This is an optimization exercise on Yosys and OpenROAD, whose aim is a short achievable clock period and few clock cycles, not a production implementation.
The RTL was checked by simulation tests, not by an equivalence proof against the original design.
Power is estimated from default activity; no workload was simulated.

Setup of v35:
Design mips_pipeline, start of the top module:
module mips_pipeline (
  input         clk,
  input         reset,
  output [31:0] imem_addr,
  input  [31:0] imem_data,
  output [31:0] dmem_addr,
  output [31:0] dmem_wdata,
  output        dmem_we,
  input  [31:0] dmem_rdata
);
reg  [29:0] pc;                        
reg         v_d;
reg  [31:0] ins_d;
reg         pred_d;
reg  [29:0] pc4_d;
reg         pok_d;
reg         beq_e, pred_e;
reg         rw_e, ld_e, sw_e, mem_e;
reg  [4:0]  dst_e;
reg  [29:0] alt_e;
reg  [29:0] tgt_e;                     
reg         pfix_e;                    
reg  [31:0] ap_e;                      
reg  [31:0] bp_e;                      
reg  [31:0] rp_e;                      
reg         fam_e, bam_e, fbm_e;       
reg         fan_e, ban_e, fbn_e;       
reg         sub_e, and_e, or_e, ar_e, slt_e;
reg         subn_e;                    
reg         rw_m, ld_m, sw_m;
reg         mis_m;                     
reg  [29:0] alt_m;                     
reg  [4:0]  dst_m;
reg  [31:0] alu_m, sd_m;
reg  [31:0] da_m;                      
reg         rw_w;
reg  [4:0]  dst_w;
reg  [31:0] wbd;
reg  [31:0] rf [1:31];
assign imem_addr = {pc, 2'b00};
wire [29:0] pc_inc = pc + 30'd1;
wire [5:0]  f_op   = imem_data[31:26];
wire        f_j    = (f_op == 6'h02);
wire        f_beq  = (f_op == 6'h04);
wire        f_pred = f_j | (f_beq & (imem_data[15] | (imem_data[25:21] == imem_data[20:16])));
wire [10:0] f_lo   = {1'b0, pc[9:0]} + {1'b0, imem_data[9:0]} + 11'd1;
wire        f_pok  = imem_data[15] ? (f_lo[10] & (&imem_data[15:10]))
                                   : (~f_lo[10] & ~(|imem_data[15:10]));
  ...
Size: roughly 4500 cells after synthesis, ~1500 flip-flops, roughly 160 I/O pins.
Settings: LEC_CHECK=0, ABC_CLOCK_PERIOD_IN_PS=2500, CAP_MARGIN=20, CORE_MARGIN=2, CORE_UTILIZATION=62, CTS_CLUSTER_DIAMETER=100, CTS_CLUSTER_SIZE=30, SETUP_SLACK_MARGIN=5, SLEW_MARGIN=20; clock period 8.0 ns.
run.sh (not shown) runs the stock make flow with config.mk's settings and CLKGATE_MAP_FILE= SYNTH_SCRIPT=/design/flow/synth_recipe.tcl, a recipe that flattens the netlist after the stock synthesis.
v35 | status: complete | timing, DRC, antenna: pass
Testbench counts of v35, summed over its fixed seeds: cycles 19,971.
## Diff of input files: v9 against v35
- CTS_CLUSTER_DIAMETER no longer set, was 100
- CTS_CLUSTER_SIZE no longer set, was 30
[summary]
Against v35, via count in v9 rose slightly. In v9, hold slack is lower than in v35. What v9 reported for switching power of the nets has to be multiplied by 0.871 to get the figure for v35. [v9] register-to-register slack rose 0.02 ns relative to v35.
Setup changes, v9 to v31
- setting SYNTH_HIERARCHICAL to 1 for the first time
- changing CORE_UTILIZATION from 62 to 55
- setting SYNTH_MINIMUM_KEEP_SIZE to 0 for the first time
### Flow results
v31: final cell count 168 above v9. Worst hold margin of v9 is on par with v31. Looking at capturing element of the worst setup path, the alu_m[18] result is from v9; the alu_m[28] one comes from v31. Portion of the post-synthesis area used by sequential elements delta for v31 relative to v9: 0.17 points higher. Looking at standard cell with the maximum stage delay on the critical path, the or3b_4 result is from v9; the fa_2 one comes from v31. Compared with v9, in v31 relative contribution of combinational cells to total power climbed 0.6 points; row count climbed 8; instance area after placement barely changed; antenna diode count climbed 1.
The inputs of v45 differ from those of v31 as listed below.
- SYNTH_HIERARCHICAL removed (was 1)
- SYNTH_MINIMUM_KEEP_SIZE removed (was 0)
- CORE_UTILIZATION changed from 55 to 70
### Flow results
v45: PASS, flow complete, no timing, DRC or antenna violations
Sum of met3 wire segment lengths after detailed routing (v45 vs. v31) increases by more than half
The setup slack of v45 is smaller than that of v31.
Diff v31 -> v45: proportion of power drawn by combinational gates fell by 0.2 points, diode insertion count for antenna repair fell by 2, synthesis-to-layout area growth rose by 0.28 points, overall fraction of global-route tracks in use rose by 11 points, non-clock buffer instance count of the final layout rose by about 13%.
Against v31 as the reference, v45 delivers a higher final cell utilization of the core.
Area taken by multi-input logic gates: v45 and v31 compared, higher one is v45
From v31 to v45 the numbers moved as follows: synthesized area closely matched the old numbers, hold slack now smaller.

mips_pipeline again, from the RTL that the note above started with.
==> flow/design.v (excerpt) <==
module mips_pipeline (
  input         clk,
  input         reset,
  output [31:0] imem_addr,
  input  [31:0] imem_data,
  output [31:0] dmem_addr,
  output [31:0] dmem_wdata,
  output        dmem_we,
  input  [31:0] dmem_rdata
);
clock: 8.0 ns
lec_check: 0
abc_clock_period_in_ps: 2500
cap_margin: 20
core_margin: 2
core_utilization: 66
cts_cluster_diameter: 80
cts_cluster_size: 24
setup_slack_margin: 5
slew_margin: 20
synth_hierarchical: 1
synth_minimum_keep_size: 0
Testbench counts at the start, summed over its fixed seeds: cycles 19,971.
==> next run, changes <==
--- a/flow/config.mk
+++ b/flow/config.mk
@@ -10,5 +10,6 @@
 export CORE_MARGIN = 2
-export CORE_UTILIZATION = 66
-export CTS_CLUSTER_DIAMETER = 80
-export CTS_CLUSTER_SIZE = 24
+export CORE_UTILIZATION = 62
+export CTS_CLUSTER_DIAMETER = 100
+export CTS_CLUSTER_SIZE = 30
+export PLACE_DENSITY = 0.66
 export SETUP_SLACK_MARGIN = 5
Effect:
- The changed run finished clean
- wire length climbs by 0.45%
- global-route usage drops by 1.5 points
- hold slack improved by 10 ps

mips_pipeline again, from the RTL that the note above started with.
Settings: LEC_CHECK=0, ABC_CLOCK_PERIOD_IN_PS=2500, CAP_MARGIN=20, CORE_MARGIN=2, CORE_UTILIZATION=62, SETUP_SLACK_MARGIN=5, SLEW_MARGIN=20, SYNTH_HIERARCHICAL=1, SYNTH_MINIMUM_KEEP_SIZE=0; clock period 8.0 ns.
The starting point went through all stages and came out clean.
Testbench counts at the start, summed over its fixed seeds: cycles 19,971.
Then changed:
- CORE_UTILIZATION: 62 -> 55
- SETUP_SLACK_MARGIN: 5 -> 5.0
- SYNTH_HIERARCHICAL: 1 -> not set
- SYNTH_MINIMUM_KEEP_SIZE: 0 -> not set
Result:
- The changed run completed with no timing, DRC or antenna violations
- via count is lower by 1.1%
- hold slack is about the same
- fmax decreases by 2.9%

-- afterwards: timing with drivers on the ports --
The flow's constraints put no driver on any port. The routed layouts listed below were extracted and timed again, unchanged, in two steps.
Step 1: set_driving_cell puts a clkbuf_16 on clk and a buf_2 on each other input, an assumption about the parent block.
Step 2, shift: input delay + t, output delay - t, t = (earliest + latest rising clock arrival at the registers) / 2. This alone moves slack from input paths to output paths.
Slacks: ideal ports / drivers / drivers and shift; pairs: ideal ports / drivers.
run | t (ns) | setup WS [ns] | cell pins on the clock port's net
v35 | 0.789 | 4.690 / 4.690 / 4.091 | 1
v9 | 0.828 | 4.706 / 4.706 / 4.076 | 1
v31 | 0.867 | 4.684 / 4.684 / 4.151 | 1
v45 | 0.850 | 4.573 / 4.573 / 4.051 | 1
the first run of note 2 | 0.762 | 4.721 / 4.721 / 4.072 | 1
the second run of note 2 | 0.801 | 4.749 / 4.749 / 4.090 | 1
the first run of note 3 | 0.823 | 4.738 / 4.738 / 4.060 | 1
the second run of note 3 | 0.871 | 4.640 / 4.640 / 4.160 | 1
After both steps every run listed still meets setup and hold. For the first run of note 3, which loses most, drivers alone change the setup slack by 0.000 ns; drivers and shift together by -0.678 ns.
